From an optimization exercise on the open Yosys and OpenROAD flow, aimed at a short achievable clock period and few clock cycles; shortcuts taken in it are not production practice. Function was checked by simulation only, so behaviour that the tests miss may differ from the original. Power is estimated from default activity; no workload was simulated.

==> flow/design.v <==
module projectCPU2021(
  clk,
  rst,
  wrEn,
  data_fromRAM,
  addr_toRAM,
  data_toRAM
);
input clk, rst;
input wire [15:0] data_fromRAM;
output wire [15:0] data_toRAM;
output wire wrEn;
output wire [12:0] addr_toRAM;
localparam OP_ADD = 3'd0, OP_NAND = 3'd1, OP_SRRL = 3'd2, OP_GE = 3'd3,
           OP_SZ = 3'd4, OP_CP2W = 3'd5, OP_CPFW = 3'd6, OP_JMP = 3'd7;
wire [15:0] din = data_fromRAM;
reg [12:0] addr_q;      
reg        we_q;        
reg        sel_q;       
reg        f1;          
reg [12:0] f1pc;        
reg        i1, i2;      
reg        f2;          
reg [12:0] f2pc;
reg        f2x;         
assign addr_toRAM = sel_q ? din[12:0] : addr_q;
assign wrEn       = we_q & ~rst;
reg        p1v, p2v;    
reg [ 2:0] p1op, p2op;
reg [12:0] p1pc, p2pc;
reg        p2x;         
reg [15:0] W;
reg [12:0] c2;          
reg        c2v;
assign data_toRAM = W;
reg        q0v, q1v;
reg [15:0] q0w, q1w;
reg [12:0] q0pc, q1pc;
reg [12:0] fpc;         
reg [15:0] ic_d [0:31];
reg [ 7:0] ic_t [0:31];
reg [31:0] ic_v;
wire p2live = p2v & ~p2x;
wire dz     = (din == 16'd0);
wire jres   = p2live & (p2op == OP_JMP);           
wire szres  = p2live & (p2op == OP_SZ);
wire skip   = szres & dz;
wire [3:0] s = din[3:0];
wire hi0 = (din[15:6] == 10'd0);
wire m_shr = hi0 & ~din[5] & ~din[4];
wire m_shl = hi0 & ~din[5] &  din[4];
wire m_ror = hi0 &  din[5] & ~din[4];
wire [31:0] wl = {W, W} << s;
wire [31:0] wr = {W, W} >> s;
reg  [15:0] sh;
always @* begin
  if (m_shr)      sh = W >> s;
  else if (m_shl) sh = W << s;
  else if (m_ror) sh = wr[15:0];
  else            sh = wl[31:16];
end
reg [15:0] alu;
reg        wupd;
always @* begin
  wupd = p2live;
  case (p2op)
    OP_ADD:  alu = W + din;
    OP_NAND: alu = ~(W & din);
    OP_SRRL: alu = sh;
    OP_GE:   alu = {15'd0, W >= din};
    OP_CP2W: alu = din;
    default: begin alu = W; wupd = 1'b0; end
  endcase
end
wire       wnow = we_q;
wire       arrv = f2 & ~f2x;                        
wire       ic_hit;
wire       stale = wnow & ((q0v & (q0pc == addr_q)) | (q1v & (q1pc == addr_q)) |
                           (arrv & (f2pc == addr_q)) | (fpc == addr_q));
wire        hv   = q0v | arrv;
wire [15:0] hw   = q0v ? q0w : din;
wire [12:0] hpc  = q0v ? q0pc : f2pc;
wire [ 2:0] hop  = hw[15:13];
wire        hind = (hw[12:0] == 13'd0);
wire        w2   = we_q & (addr_q == 13'd2);
wire [12:0] ec2  = w2 ? W[12:0] : c2;
wire        ec2v = w2 | c2v;
wire [12:0] hea  = hind ? ec2 : hw[12:0];
wire p1jmp  = p1v & (p1op == OP_JMP);
wire jtake  = p1jmp & ~skip;                        
wire p1alu  = p1v & (p1op != OP_CPFW) & (p1op != OP_JMP);    
wire flush  = jres | stale;
wire skiph  = skip & ~p1v;
wire drop   = skiph & hv;
wire restart = skiph & ~hv;                         
wire can_dec = hv & ~flush & ~jtake & ~(p1jmp) & ~skiph & ~i1 & ~i2 &
               ~((hop == OP_CPFW) & p1alu);
wire need_i  = can_dec & hind & ~ec2v;
wire dec     = can_dec & ~need_i;
wire pop       = dec | drop | need_i & 1'b0;
wire pop_q0    = pop & q0v;
wire arr_used  = pop & ~q0v;                        
wire [1:0] rem = (q0v & ~pop_q0) + q1v;
wire arr_keep  = arrv & ~arr_used;
wire [1:0] tot = rem + arr_keep + f1;
wire room      = (tot < 2'd2);
wire [4:0] fidx = fpc[4:0];
assign ic_hit  = ic_v[fidx] & (ic_t[fidx] == fpc[12:5]);
wire look      = ~f1 & ~sel_q & room & ~restart;
wire lpush     = look & ic_hit & ~flush;
wire port_free = ~dec & ~need_i & ~jtake & ~flush & ~restart;
wire fetch     = port_free & room & (f1 | sel_q | (look & ~ic_hit));
always @(posedge clk) begin
  if (rst) begin
    addr_q <= 13'd0;
    we_q   <= 1'b0;
    sel_q  <= 1'b0;
    f1     <= 1'b1;
    f1pc   <= 13'd0;
    f2     <= 1'b0;
    f2x    <= 1'b0;
    i1     <= 1'b0;
    i2     <= 1'b0;
    fpc    <= 13'd1;
    p1v    <= 1'b0;
    p2v    <= 1'b0;
    p2x    <= 1'b0;
    q0v    <= 1'b0;
    q1v    <= 1'b0;
    W      <= 16'd0;
    c2v    <= 1'b0;
    ic_v   <= 32'd0;
  end else begin
    if (wupd) W <= alu;
    if (w2) begin c2 <= W[12:0]; c2v <= 1'b1; end
    if (i2) begin c2 <= din[12:0]; c2v <= 1'b1; end
    if (f2) begin
      ic_d[f2pc[4:0]] <= din;
      ic_t[f2pc[4:0]] <= f2pc[12:5];
      ic_v[f2pc[4:0]] <= 1'b1;
    end
    if (wnow && ((f2 && f2pc[4:0] == addr_q[4:0]) ? (f2pc == addr_q)
                                                 : (ic_t[addr_q[4:0]] == addr_q[12:5])))
      ic_v[addr_q[4:0]] <= 1'b0;
    p2v  <= p1v;
    p2op <= p1op;
    p2pc <= p1pc;
    p2x  <= p1v & skip;                             
    p1v  <= dec;
    p1op <= hop;
    p1pc <= hpc;
    i2   <= i1;
    i1   <= need_i;
    f2   <= f1 | sel_q;
    f2pc <= sel_q ? din[12:0] : f1pc;
    f2x  <= f1 & flush & ~jres | f1 & restart;      
    if (jres) f2x <= 1'b0;
    if (flush | restart) begin
      q0v <= 1'b0;
      q1v <= 1'b0;
    end else begin : qupd
      reg        e0v, e1v;
      reg [15:0] e0w, e1w;
      reg [12:0] e0pc, e1pc;
      e0v = pop_q0 ? q1v : q0v;  e0w = pop_q0 ? q1w : q0w;  e0pc = pop_q0 ? q1pc : q0pc;
      e1v = pop_q0 ? 1'b0 : q1v; e1w = q1w;                 e1pc = q1pc;
      if (arr_keep) begin
        if (!e0v) begin e0v = 1'b1; e0w = din; e0pc = f2pc; end
        else      begin e1v = 1'b1; e1w = din; e1pc = f2pc; end
      end
      if (lpush) begin
        if (!e0v) begin e0v = 1'b1; e0w = ic_d[fidx]; e0pc = fpc; end
        else      begin e1v = 1'b1; e1w = ic_d[fidx]; e1pc = fpc; end
      end
      q0v <= e0v; q0w <= e0w; q0pc <= e0pc;
      q1v <= e1v; q1w <= e1w; q1pc <= e1pc;
    end
    we_q  <= 1'b0;
    sel_q <= 1'b0;
    f1    <= 1'b0;
    if (jres) begin
      addr_q <= din[12:0] + 13'd1;
      f1     <= 1'b1;
      f1pc   <= din[12:0] + 13'd1;
      fpc    <= din[12:0] + 13'd2;
    end else if (stale) begin
      fpc <= p1pc + 13'd1;
    end else if (restart) begin
      fpc <= p2pc + 13'd2;
    end else if (jtake) begin
      sel_q <= 1'b1;
    end else if (dec) begin
      addr_q <= hea;
      we_q   <= (hop == OP_CPFW);
    end else if (need_i) begin
      addr_q <= 13'd2;
    end else if (fetch) begin
      addr_q <= fpc;
      f1     <= 1'b1;
      f1pc   <= fpc;
      fpc    <= fpc + 13'd1;
    end
    if (lpush) fpc <= fpc + 13'd1;
  end
end
endmodule
==> flow/run.sh <==
#!/bin/bash
# synth_recipe.tcl (not shown) runs the flow's synth.tcl, then flattens the netlist and writes it again
# the make line also repeats each setting of config.mk as NAME=value (left out here)
make -C /OpenROAD-flow-scripts/flow DESIGN_CONFIG=/design/flow/config.mk WORK_HOME=/design/flow/orfs CLKGATE_MAP_FILE= SYNTH_SCRIPT=/design/flow/synth_recipe.tcl finish
==> flow/config.mk <==
export PLATFORM = sky130hd
export DESIGN_NAME = projectCPU2021
export DESIGN_NICKNAME = projectCPU2021
export VERILOG_FILES = /design/flow/design.v
export SDC_FILE = /design/flow/constraint.sdc
export NUM_CORES = 4
export LEC_CHECK = 0
export ABC_CLOCK_PERIOD_IN_PS = 2000
export CAP_MARGIN = 20
export CORE_MARGIN = 2
export CORE_UTILIZATION = 40
export SETUP_SLACK_MARGIN = 2.4
export SLEW_MARGIN = 20
==> flow/constraint.sdc <==
create_clock -name core_clock -period 4.5 [get_ports {clk}]
set_input_delay 0.9000 -clock core_clock [delete_from_list [all_inputs] [get_ports {clk}]]
set_output_delay 0.9000 -clock core_clock [all_outputs]
set_load 0.01 [all_outputs]
==> flow_metrics.env <==
export IMPL_status="finished clean"
export IMPL_worstSetupPathType="register to register"
export IMPL_utilization_pct=51.4
export IMPL_drt_antenna_violating_nets=0
export IMPL_pin_count=48
export IMPL_setup_viol=0
export IMPL_ys_flop_type="edfxtp_1"
export IMPL_crit_fanout=21
export IMPL_cp_top_family="simple AND/OR/NAND/NOR gates"
export IMPL_startpoint_type="register"
export IMPL_clock_skew_ns=0.0537
export IMPL_grt_usage_pct=25.7
export IMPL_wl_per_cell_um=29.9
export IMPL_num_rows=127
export IMPL_clk_latency_ns=0.71
export IMPL_dieHeight_um=352
export IMPL_start_util_pct=40.3
export IMPL_wl_um=162000
export IMPL_drcViolationCount=0
export IMPL_grt_pass1_vias=32200
export IMPL_regToRegEndpoint="q0w[6]$_DFFE_PP_"
export IMPL_max_vdd_ir_drop_v=0.000369
export IMPL_ys_warnings_count=1
export IMPL_timing_fmax_mhz=246
export IMPL_dieArea_um2=124000
export IMPL_synthesis_area_um2=48400
export IMPL_max_stage_delay_ns=0.83
export IMPL_clkTransAtPathRegs_ns=0.06
export IMPL_drv_slew=0
export IMPL_grt_antenna_before_repair=8
export IMPL_drive_gt1_share_pct=38.7
export IMPL_worstHoldPathType="register to register"
export IMPL_chipWidth_um=352
export IMPL_drtIter0Drc=4053
export IMPL_viasPerCell=6.16
export IMPL_nets=3771
export IMPL_synth_area_per_cell_um2=14.9
export IMPL_cp_cell_sequence="nor2_1 > and2_1 > a22oi_1 > nand4_1 > xor2_1 > nor4_1 > nand4_1 > buf_4 > nor3_4 > buf_12 > nand2b_4 > clkbuf_16 > mux2i_1"
export IMPL_grt_overflow_total=0
export IMPL_clk_path_buf_depth=3
export IMPL_ys_ff_latch=994
export IMPL_clkSinkCount=994
export IMPL_critPathCaptureType="register"
export IMPL_rsz0062_at_grt="true"
export IMPL_synthTopCellsByArea="edfxtp_1 (55%), mux4_2 (14%), mux2i_1 (4.7%), dfxtp_1 (4.6%), xnor2_1 (1.7%)"
export IMPL_io_buffers=47
export IMPL_power_density_nw_per_um2=467
export IMPL_worst_pin_slew_ns=0.956
export IMPL_yosys_top_cells_count="edfxtp_1 (884), mux4_2 (307), mux2i_1 (226)"
export IMPL_netlist_area_leader_share_pct=54.9
export IMPL_crit_path_end="q0w[6]$_DFFE_PP_"
export IMPL_cp_required_ns=4.92
export IMPL_synth_top_area_cell="edfxtp_1"
export IMPL_finalHoldViolCount=0
export IMPL_first_pass_iters=7
export IMPL_numCtsBuffers=102
export IMPL_slew_headroom_pct=35.9
export IMPL_finalCritPeriodShare_pct=90.3
export IMPL_cts_tree="built"
export IMPL_cap_viol_max_count=0
export IMPL_cts_htree_levels=3
export IMPL_core_um2=120000
export IMPL_whs_ns=0.467
export IMPL_holdPathStages=2
export IMPL_cts_hold_buf=0
export IMPL_fin_crit_ns=4.06
export IMPL_cp_depth=13
export IMPL_synth_edf_count=884
export IMPL_synth_async_sr_flop_share_pct=0
export IMPL_finish_instance_area_um2=61700
export IMPL_vias=33300
export IMPL_ys_seq_area_share_pct=59.4
export IMPL_gp_congestion=0.913
export IMPL_r2r_cells=13
export IMPL_setup_tns_ns=0
export IMPL_syn2layout_area_growth_pct=27.5
export IMPL_grt_start_max_net_pins=110
export IMPL_netlist_instances=3257
export IMPL_placed_area_um2=52200
export IMPL_reg2reg_slack_ns=0.44
export IMPL_cts_root_buf="clkbuf_16"
export IMPL_hpwl_um=94200
export IMPL_critPathArrivalTime_ns=4.49
export IMPL_post_synth_top_count_cell="edfxtp_1"
export IMPL_grt_pass1_wl_um=229000
export IMPL_critPathBufInv=3
export IMPL_power_leakage_nw=21.5
export IMPL_critPathMostFrequentCell="nand4_1"
export IMPL_slowest_stage="dfxtp_2"
export IMPL_synth_cell_types=91
export IMPL_synthesis_nets=3325
## worst min-delay path: stages, from the launching register on
cell and delay [ns]:
dfxtp_1 0.31, nand3_1 0.06, a21oi_1 0.05
## repair_timing
action / in CTS / in global routing
resized for setup: 720 / 171
gates cloned: 40 / 3
setup buffers: 189 / 52
endpoints found under the setup margin: 1032 / 621
pin swaps: 154 / 95
## where the power goes
part | leakage [nW] | internal, W | switching, W | total [W]
clock network | 1.61 | 0.00473 | 0.00367 | 0.00840
registers | 8.99 | 0.0105 | 0.000496 | 0.0110
logic | 10.9 | 0.00453 | 0.00486 | 0.00939
total | 21.5 | 0.0198 | 0.00903 | 0.0288
## logic make-up after synthesis
| group | synth area share [%] |
|---|---|
| compound gates | 6.73 |
| buf+inv | 2.80 |
| xor+xnor | 2.53 |
| fa+ha+maj | 1.32 |
| mux | 20.7 |
| flops | 59.4 |
| simple gates | 6.49 |
## cell usage in the layout, fill, tap and decap left out, types with 33 or more instances in the layout
cell / count
edfxtp_1: 884
buf_4: 313
mux4_2: 307
mux2i_1: 214
nor2_1: 153
nand2_1: 148
buf_6: 112
clkbuf_16: 107
a21oi_1: 91
xnor2_1: 90
o21ai_0: 80
buf_12: 76
dfxtp_1: 73
nand3_1: 66
inv_1: 60
mux2_2: 57
nor2_4: 51
xor2_1: 46
a211oi_2: 44
nor3_1: 37
ha_1: 36
dfxtp_4: 33
## worst min path at each step
| stage | startpoint | to | slack (ns) |
|---|---|---|---|
| after CTS | f1pc[9]$_SDFFE_PP0P_ | f1pc[9]$_SDFFE_PP0P_ | 0.47 |
| after global placement | i1$_SDFF_PP0_ | i2$_SDFF_PP0_ | 0.44 |
| after global routing | f1pc[8]$_SDFFE_PP0P_ | f1pc[8]$_SDFFE_PP0P_ | 0.48 |
| after floorplan | p1pc[5]$_DFFE_PN_ | p2pc[5]$_DFFE_PN_ | 0.43 |
| after detailed placement | f1pc[8]$_SDFFE_PP0P_ | f1pc[8]$_SDFFE_PP0P_ | 0.46 |
| final | f1pc[8]$_SDFFE_PP0P_ | f1pc[8]$_SDFFE_PP0P_ | 0.47 |
## flip-flops by register name, indices dropped and copies added, names as in the netlist, 13 cells and up, named ones only
name    flops
f1pc       13
p1pc       13
f2pc       13
ic_t      256
q0w        16
W          16
q0pc       13
q1w        16
ic_d      512
q1pc       13
fpc        13
c2         13
ic_v       32
addr_q     13
p2pc       13
## final cells by class
class,instances,area (um^2)
fill,9791,58300
sequential,994,28900
multi-input combinational,1952,20400
timing repair buffer,572,6660
clock buffer,131,2740
tap,1612,2020
clock inverter,57,563
inverter,81,379
antenna,2,5.00
## through the flow
stage / power [W] / worst slack, ns / cells
after floorplan: 0.0163 / -0.147 / 3257
after global routing: 0.0297 / 0.306 / 5399
after global placement: 0.0188 / -0.594 / 4927
after detailed placement: 0.0189 / -0.535 / 4927
final: 0.0288 / 0.435 / 5401
after CTS: 0.0283 / 0.531 / 5344
## layer usage
| metal | global-route usage (%) | part of all wire (%) | up-vias |
|---|---|---|---|
| li1 | - | - | 13800 |
| met1 | 36.2 | 40 | 17200 |
| met2 | 39.6 | 45 | 1895 |
| met3 | 4.70 | 9.9 | 385 |
| met4 | 10.2 | 4.5 | 4 |
| met5 | 0 | 0.017 | - |
Testbench counts, summed over its fixed seeds: cycles 41,795.

## static timing again, ports no longer ideal
Ports are ideal in the flow. The routed layout listed here was re-timed in OpenROAD.
Step 1, drivers: a clkbuf_16 drives clk and a buf_2 each remaining input, both assumed.
Step 2 adds t to the input delays and takes it off the output delays; t is the mean of the earliest and latest rising clock arrival at the registers after step 1. Input paths then give back, and output paths get back, about the clock's delay inside the block.
a / b / c = no drivers / after step 1 / after step 2; a / b = the first two.
t, ns: 0.756
setup WS [ns]: 0.435 / 0.430 / -0.327
hold slack, ns: 0.467 / 0.467 / 0.467
worst setup path after step 2: input to register
worst slew at a driven data input, ns: 0.18
With both steps, setup timing fails in this run, where it was met with ideal ports. The setup slack of this run moves by -0.005 ns with the drivers and by -0.762 ns with both steps.
